This design comes from an exercise in tuning for small area, a short achievable clock period and few clock cycles on the open sky130 flow, not from production work. In this exercise RTL edits were held to simulation tests only and were not proved equivalent to the original. Power is estimated from default activity; no workload was simulated.

==> flow/design.v <==
module ALU(a, b, c, sub, sel_add, sel_slt, sel_xor, sel_or, sel_and, sel_sh, sel_c,
           uns, sh_right, sh_arith, sum, eq, lt, result);
input [31:0] a, b, c;
input sub, sel_add, sel_slt, sel_xor, sel_or, sel_and, sel_sh, sel_c;
input uns, sh_right, sh_arith;
output [31:0] sum;
output eq, lt;
output [31:0] result;
wire cout;
Adder32 add(.a(a), .b(b ^ {32{sub}}), .cin(sub), .sum(sum), .cout(cout));
Compare32 cmp(.a(a), .b(b), .uns(uns), .lt(lt), .eq(eq));
genvar i;
wire [31:0] ar;
generate for (i = 0; i < 32; i = i + 1) begin : rev
	assign ar[i] = a[31 - i];
end endgenerate
wire [31:0] sin = sh_right ? a : ar;
wire [32:0] sx = {sh_arith & a[31], sin};
wire [32:0] sr = $signed(sx) >>> b[4:0];
wire [31:0] srr;
generate for (i = 0; i < 32; i = i + 1) begin : rev2
	assign srr[i] = sr[31 - i];
end endgenerate
wire [31:0] shres = sh_right ? sr[31:0] : srr;
assign result = ({32{sel_add}} & sum)
              | {31'b0, sel_slt & lt}
              | ({32{sel_xor}} & (a ^ b))
              | ({32{sel_or}}  & (a | b))
              | ({32{sel_and}} & (a & b))
              | ({32{sel_sh}}  & shres)
              | ({32{sel_c}}   & c);
endmodule
module Compare32(a, b, uns, lt, eq);
input [31:0] a, b;
input uns;
output lt, eq;
wire [31:0] x = {a[31] ^ ~uns, a[30:0]};
wire [31:0] y = {b[31] ^ ~uns, b[30:0]};
wire [31:0] l [0:5];
wire [31:0] e [0:5];
assign l[0] = ~x & y;
assign e[0] = ~(x ^ y);
genvar i, k;
generate for (k = 0; k < 5; k = k + 1) begin : lv
	for (i = 0; i < (32 >> (k + 1)); i = i + 1) begin : nd
		assign l[k+1][i] = l[k][2*i+1] | (e[k][2*i+1] & l[k][2*i]);
		assign e[k+1][i] = e[k][2*i+1] & e[k][2*i];
	end
	for (i = (32 >> (k + 1)); i < 32; i = i + 1) begin : unused
		assign l[k+1][i] = 1'b0;
		assign e[k+1][i] = 1'b0;
	end
end endgenerate
assign lt = l[5][0];
assign eq = e[5][0];
endmodule
module Adder32(a, b, cin, sum, cout);
input [31:0] a, b;
input cin;
output [31:0] sum;
output cout;
wire [32:0] g [0:6];
wire [32:0] p [0:6];
assign g[0] = {a & b, cin};
assign p[0] = {a ^ b, 1'b0};
genvar l, i;
generate for (l = 0; l < 6; l = l + 1) begin : lvl
	for (i = 0; i < 33; i = i + 1) begin : pos
		if ((i >> l) & 1) begin : op
			assign g[l+1][i] = g[l][i] | (p[l][i] & g[l][((i >> l) << l) - 1]);
			assign p[l+1][i] = p[l][i] & p[l][((i >> l) << l) - 1];
		end else begin : pass
			assign g[l+1][i] = g[l][i];
			assign p[l+1][i] = p[l][i];
		end
	end
end endgenerate
assign sum = p[0][32:1] ^ g[6][31:0];
assign cout = g[6][32];
endmodule
module RegisterFile(clk, A1, A2, A3, WD3, WE3, RD1, RD2);
input clk, WE3;
input [4:0] A1, A2, A3;
input [31:0] WD3;
output reg [31:0] RD1, RD2;
reg [31:0] Registers[31:1];
integer k;
always @ (*)
begin
	RD1 = 32'h0;
	RD2 = 32'h0;
	for (k = 1; k < 32; k = k + 1) begin
		RD1 = RD1 | ({32{A1 == k}} & Registers[k]);
		RD2 = RD2 | ({32{A2 == k}} & Registers[k]);
	end
end
always @ (posedge clk)
begin
	if (WE3 && A3 != 5'd0)
		Registers[A3] <= WD3;
end
endmodule
module core(
  input clk,
  input resetn,
  output [31:0] address,
  output [31:0] data_out,
  input [31:0] data_in,
  output we
);
reg [31:0] addr_q;    
reg [31:0] fpc_q;     
reg        st_q;      
reg        ld_q;      
reg [4:0]  mrd_q;     
reg [31:0] dout_q;    
wire mem = st_q | ld_q;
assign address  = addr_q;
assign data_out = dout_q;
assign we       = st_q;
reg        dv_q;
reg        fr_q;      
reg        fx_q;      
reg [31:0] ir_q;
reg [31:0] pcd_q;
reg        ev_q;
reg [31:0] a_q, b_q, c_q;
reg [4:0]  rd_q;      
reg        e_ld, e_st, e_br, e_jalr, e_pred;
reg [2:0]  e_f3;
reg        e_sub, e_add, e_slt, e_xor, e_or, e_and, e_sh, e_c;
reg        e_uns, e_shr, e_sha;
reg        m1_q, m2_q, mc_q;  
wire [6:0] op  = ir_q[6:0];
wire [2:0] f3  = ir_q[14:12];
wire [4:0] rs1 = ir_q[19:15];
wire [4:0] rs2 = ir_q[24:20];
wire [4:0] rd  = ir_q[11:7];
wire d_load  = (op[6:4] == 3'b000);
wire d_store = (op[6:4] == 3'b010);
wire d_opimm = (op[6:4] == 3'b001) & ~op[2];
wire d_op    = (op[6:4] == 3'b011) & ~op[2];
wire d_lui   = (op[6:4] == 3'b011) &  op[2];
wire d_auipc = (op[6:4] == 3'b001) &  op[2];
wire d_br    = op[6] & ~op[2];
wire d_jalr  = op[6] & op[2] & ~op[3];
wire d_jal   = op[6] & op[3];
wire [31:0] imm_i = {{20{ir_q[31]}}, ir_q[31:20]};
wire [31:0] imm_s = {{20{ir_q[31]}}, ir_q[31:25], ir_q[11:7]};
wire [31:0] imm_b = {{20{ir_q[31]}}, ir_q[7], ir_q[30:25], ir_q[11:8], 1'b0};
wire [31:0] imm_u = {ir_q[31:12], 12'b0};
wire [31:0] imm_j = {{12{ir_q[31]}}, ir_q[19:12], ir_q[20], ir_q[30:21], 1'b0};
wire [31:0] dimm = d_jal ? imm_j : d_br ? imm_b : imm_u;
wire [31:0] dsum;
wire dsum_co;
Adder32 dadd(.a(pcd_q), .b(dimm), .cin(1'b0), .sum(dsum), .cout(dsum_co));
wire [31:0] pc4  = pcd_q + 32'd4;
wire d_wr   = d_load | d_opimm | d_op | d_lui | d_auipc | d_jal | d_jalr;
wire [31:0] r1, r2;
wire        rf_we;
wire [4:0]  rf_wa;
wire [31:0] rf_wd;
RegisterFile Reg_file(
	.clk(clk), .A1(rs1), .A2(rs2), .A3(rf_wa), .WD3(rf_wd), .WE3(rf_we),
	.RD1(r1), .RD2(r2)
);
wire [31:0] sum, res;
wire eq, lt;
ALU Alu(
	.a(a_q), .b(b_q), .c(c_q), .sub(e_sub),
	.sel_add(e_add), .sel_slt(e_slt), .sel_xor(e_xor), .sel_or(e_or), .sel_and(e_and),
	.sel_sh(e_sh), .sel_c(e_c), .uns(e_uns), .sh_right(e_shr), .sh_arith(e_sha),
	.sum(sum), .eq(eq), .lt(lt), .result(res)
);
wire taken   = (e_f3[2] ? lt : eq) ^ e_f3[0];
wire ex_go   = ev_q & ~mem;
wire ex_redir = ex_go & ((e_br & (taken ^ e_pred)) | e_jalr);
wire [31:0] ex_target = e_jalr ? {sum[31:1], 1'b0} : c_q;
wire ex_mem  = ex_go & (e_ld | e_st);
wire ex_wr   = ex_go & ~e_ld & (rd_q != 5'd0);
wire d_pred = ir_q[31];
wire d_redir = dv_q & ~mem & ~ex_redir & (fr_q ? fx_q : (d_jal | (d_br & d_pred)));
wire [31:0] f_ib = {{20{data_in[31]}}, data_in[7], data_in[30:25], data_in[11:8], 1'b0};
wire [31:0] f_ij = {{12{data_in[31]}}, data_in[19:12], data_in[20], data_in[30:21], 1'b0};
wire [10:0] f_off = data_in[3] ? f_ij[10:0] : f_ib[10:0];
wire f_small = data_in[3] ? (f_ij[31:11] == {21{data_in[31]}}) : (data_in[7] == data_in[31]);
wire f_jump = data_in[6] & data_in[5] & ~data_in[4] & (data_in[3] | (~data_in[2] & data_in[31]));
wire [11:0] f_low = {1'b0, addr_q[10:0]} + {1'b0, f_off};
wire f_cross = (f_low[11] ^ data_in[31]) | ~f_small;
wire [31:0] f_tgt = {addr_q[31:11], f_low[10:0]};
wire f_redir = ~mem & ~ex_redir & ~d_redir & f_jump;
assign rf_we = mem ? (ld_q & (mrd_q != 5'd0)) : ex_wr;
assign rf_wa = mem ? mrd_q : rd_q;
assign rf_wd = mem ? data_in : res;
wire fw1 = ex_wr & (rd_q == rs1);
wire fw2 = ex_wr & (rd_q == rs2);
wire [31:0] rs1v = fw1 ? res : r1;
wire [31:0] rs2v = fw2 ? res : r2;
wire lu1 = ex_mem & e_ld & (rd_q != 5'd0) & (rd_q == rs1);
wire lu2 = ex_mem & e_ld & (rd_q != 5'd0) & (rd_q == rs2);
wire d_redir0 = dv_q & (fr_q ? fx_q : (d_jal | (d_br & d_pred)));
wire [31:0] nf = ex_redir ? ex_target : mem ? fpc_q : d_redir0 ? dsum : f_jump ? f_tgt : addr_q + 32'd4;
always @ (posedge clk)
begin
	if (~resetn) begin
		addr_q <= 32'h0;
		st_q <= 1'b0;
		ld_q <= 1'b0;
		dv_q <= 1'b0;
		ev_q <= 1'b0;
	end else begin
		addr_q <= ex_mem ? sum : nf;
		st_q <= ex_mem & e_st;
		ld_q <= ex_mem & e_ld;
		if (~mem)
			dv_q <= ~(ex_redir | d_redir);
		if (~mem)
			fr_q <= f_redir;
		if (~mem)
			fx_q <= f_cross;
		if (~mem)
			ev_q <= dv_q & ~ex_redir;
	end
end
always @ (posedge clk)
begin
	if (~mem) begin
		ir_q <= data_in;
		pcd_q <= addr_q;
	end
	fpc_q <= nf;
	mrd_q <= rd_q;
	dout_q <= c_q;
end
always @ (posedge clk)
begin
	if (~mem) begin
		a_q <= rs1v;
		b_q <= (d_op | d_br) ? rs2v : (d_store ? imm_s : imm_i);
		c_q <= d_store ? rs2v : d_lui ? imm_u : (d_auipc | (d_br & ~d_pred)) ? dsum : pc4;
		m1_q <= lu1;
		m2_q <= lu2 & (d_op | d_br);
		mc_q <= lu2 & d_store;
		rd_q <= d_wr ? rd : 5'd0;
		e_ld <= d_load;
		e_st <= d_store;
		e_br <= d_br;
		e_jalr <= d_jalr;
		e_pred <= d_pred;
		e_f3 <= f3;
		e_sub <= d_op & f3 == 3'b000 & ir_q[30];
		e_add <= ((d_op | d_opimm) & f3 == 3'b000);
		e_slt <= (d_op | d_opimm) & (f3 == 3'b010 || f3 == 3'b011);
		e_xor <= (d_op | d_opimm) & f3 == 3'b100;
		e_or  <= (d_op | d_opimm) & f3 == 3'b110;
		e_and <= (d_op | d_opimm) & f3 == 3'b111;
		e_sh  <= (d_op | d_opimm) & f3[1:0] == 2'b01;
		e_c   <= d_lui | d_auipc | d_jal | d_jalr;
		e_uns <= d_br ? f3[1] : f3[0];
		e_shr <= f3[2];
		e_sha <= ir_q[30] & f3[2];
	end else begin
		if (m1_q) a_q <= data_in;
		if (m2_q) b_q <= data_in;
		if (mc_q) c_q <= data_in;
	end
end
endmodule
==> flow/config.mk <==
export PLATFORM = sky130hd
export DESIGN_NAME = core
export DESIGN_NICKNAME = core
export VERILOG_FILES = /design/flow/design.v
export SDC_FILE = /design/flow/constraint.sdc
export NUM_CORES = 4
export LEC_CHECK = 0
export CAP_MARGIN = 20
export CORE_MARGIN = 2
export CORE_UTILIZATION = 45
export CTS_BUF_LIST = sky130_fd_sc_hd__clkbuf_16
export CTS_CLUSTER_DIAMETER = 150
export CTS_CLUSTER_SIZE = 20
export PLACE_DENSITY = 0.6
export SLEW_MARGIN = 20
export TNS_END_PERCENT = 0
==> flow/constraint.sdc <==
create_clock -name core_clock -period 10.0 [get_ports {clk}]
set_input_delay 2.0000 -clock core_clock [delete_from_list [all_inputs] [get_ports {clk}]]
set_output_delay 2.0000 -clock core_clock [all_outputs]
set_load 0.01 [all_outputs]
standard.sh (not shown) runs the stock make flow with config.mk's settings and CLKGATE_MAP_FILE= SYNTH_SCRIPT=/design/flow/synth_recipe.tcl, a recipe that flattens the netlist after the stock synthesis.
==> flow/flow/run.sh <==
#!/bin/bash
set -o pipefail
bash standard.sh SETUP_SLACK_MARGIN=7 "BUFFER_PORTS_ARGS=-buffer_cell sky130_fd_sc_hd__buf_4" finish > standard.log 2>&1
Testbench counts at the start, summed over its fixed seeds: cycles 91,144.
Edit:
--- a/flow/design.v
+++ b/flow/design.v
@@ -148,14 +148,15 @@
 wire [31:0] imm_i = {{20{ir_q[31]}}, ir_q[31:20]};
 wire [31:0] imm_s = {{20{ir_q[31]}}, ir_q[31:25], ir_q[11:7]};
 wire [31:0] imm_b = {{20{ir_q[31]}}, ir_q[7], ir_q[30:25], ir_q[11:8], 1'b0};
 wire [31:0] imm_u = {ir_q[31:12], 12'b0};
 wire [31:0] imm_j = {{12{ir_q[31]}}, ir_q[19:12], ir_q[20], ir_q[30:21], 1'b0};
-wire [31:0] dimm = d_jal ? imm_j : d_br ? imm_b : imm_u;
+wire d_jalr_fast = d_jalr & ev_q & e_c & (rd_q != 5'd0) & (rd_q == rs1);
+wire [31:0] dimm = d_jalr ? imm_i : d_jal ? imm_j : d_br ? imm_b : imm_u;
 wire [31:0] dsum;
 wire dsum_co;
-Adder32 dadd(.a(pcd_q), .b(dimm), .cin(1'b0), .sum(dsum), .cout(dsum_co));
+Adder32 dadd(.a(d_jalr_fast ? c_q : pcd_q), .b(dimm), .cin(1'b0), .sum(dsum), .cout(dsum_co));
 wire [31:0] pc4  = pcd_q + 32'd4;
 wire d_wr   = d_load | d_opimm | d_op | d_lui | d_auipc | d_jal | d_jalr;
 wire [31:0] r1, r2;
 wire        rf_we;
 wire [4:0]  rf_wa;
@@ -177,11 +178,11 @@
 wire ex_redir = ex_go & ((e_br & (taken ^ e_pred)) | e_jalr);
 wire [31:0] ex_target = e_jalr ? {sum[31:1], 1'b0} : c_q;
 wire ex_mem  = ex_go & (e_ld | e_st);
 wire ex_wr   = ex_go & ~e_ld & (rd_q != 5'd0);
 wire d_pred = ir_q[31];
-wire d_redir = dv_q & ~mem & ~ex_redir & (fr_q ? fx_q : (d_jal | (d_br & d_pred)));
+wire d_redir = dv_q & ~mem & ~ex_redir & (fr_q ? fx_q : (d_jal | (d_br & d_pred) | d_jalr_fast));
 wire [31:0] f_ib = {{20{data_in[31]}}, data_in[7], data_in[30:25], data_in[11:8], 1'b0};
 wire [31:0] f_ij = {{12{data_in[31]}}, data_in[19:12], data_in[20], data_in[30:21], 1'b0};
 wire [10:0] f_off = data_in[3] ? f_ij[10:0] : f_ib[10:0];
 wire f_small = data_in[3] ? (f_ij[31:11] == {21{data_in[31]}}) : (data_in[7] == data_in[31]);
 wire f_jump = data_in[6] & data_in[5] & ~data_in[4] & (data_in[3] | (~data_in[2] & data_in[31]));
@@ -196,12 +197,12 @@
 wire fw2 = ex_wr & (rd_q == rs2);
 wire [31:0] rs1v = fw1 ? res : r1;
 wire [31:0] rs2v = fw2 ? res : r2;
 wire lu1 = ex_mem & e_ld & (rd_q != 5'd0) & (rd_q == rs1);
 wire lu2 = ex_mem & e_ld & (rd_q != 5'd0) & (rd_q == rs2);
-wire d_redir0 = dv_q & (fr_q ? fx_q : (d_jal | (d_br & d_pred)));
-wire [31:0] nf = ex_redir ? ex_target : mem ? fpc_q : d_redir0 ? dsum : f_jump ? f_tgt : addr_q + 32'd4;
+wire d_redir0 = dv_q & (fr_q ? fx_q : (d_jal | (d_br & d_pred) | d_jalr_fast));
+wire [31:0] nf = ex_redir ? ex_target : mem ? fpc_q : d_redir0 ? {dsum[31:1], 1'b0} : f_jump ? f_tgt : addr_q + 32'd4;
 always @ (posedge clk)
 begin
 	if (~resetn) begin
 		addr_q <= 32'h0;
 		st_q <= 1'b0;
@@ -243,11 +244,11 @@
 		mc_q <= lu2 & d_store;
 		rd_q <= d_wr ? rd : 5'd0;
 		e_ld <= d_load;
 		e_st <= d_store;
 		e_br <= d_br;
-		e_jalr <= d_jalr;
+		e_jalr <= d_jalr & ~d_jalr_fast;
 		e_pred <= d_pred;
 		e_f3 <= f3;
 		e_sub <= d_op & f3 == 3'b000 & ir_q[30];
 		e_add <= ((d_op | d_opimm) & f3 == 3'b000);
 		e_slt <= (d_op | d_opimm) & (f3 == 3'b010 || f3 == 3'b011);
The changed run went through all stages and came out clean.
Worst setup slack degrades by 390 ps.
Cell area went up by 0.75%.
Total power goes down by 0.49%.
Critical path depth went down by 1.
Cell count grows by 1.1%.
Testbench counts after the change, summed over its fixed seeds: cycles 89,602.

port drivers added, routing unchanged:
The flow's constraints put no driver on any port. The routed layouts listed below were extracted and timed again, unchanged, in two steps. Step 1: set_driving_cell puts a clkbuf_16 on clk and a buf_2 on each other input, an assumption about the parent block. Step 2 also shifts input and output timing later by t, the mid clock arrival at the registers, as if the neighbouring blocks saw the same clock. a / b / c = no drivers / after step 1 / after step 2; a / b = the first two.
run	shift t [ns]	setup WS [ns]	latest minus earliest clock arrival (ns)	slew at the worst register clock pin (ns)
the first run	0.822	5.668 / 5.668 / 5.107	0.063 / 0.063	0.11 / 0.11
the second run	0.811	5.281 / 5.281 / 4.866	0.047 / 0.047	0.11 / 0.11
After both steps setup and hold are still met in every run listed. For the first run, which loses most, drivers alone change the setup slack by 0.000 ns; drivers and shift together by -0.561 ns.
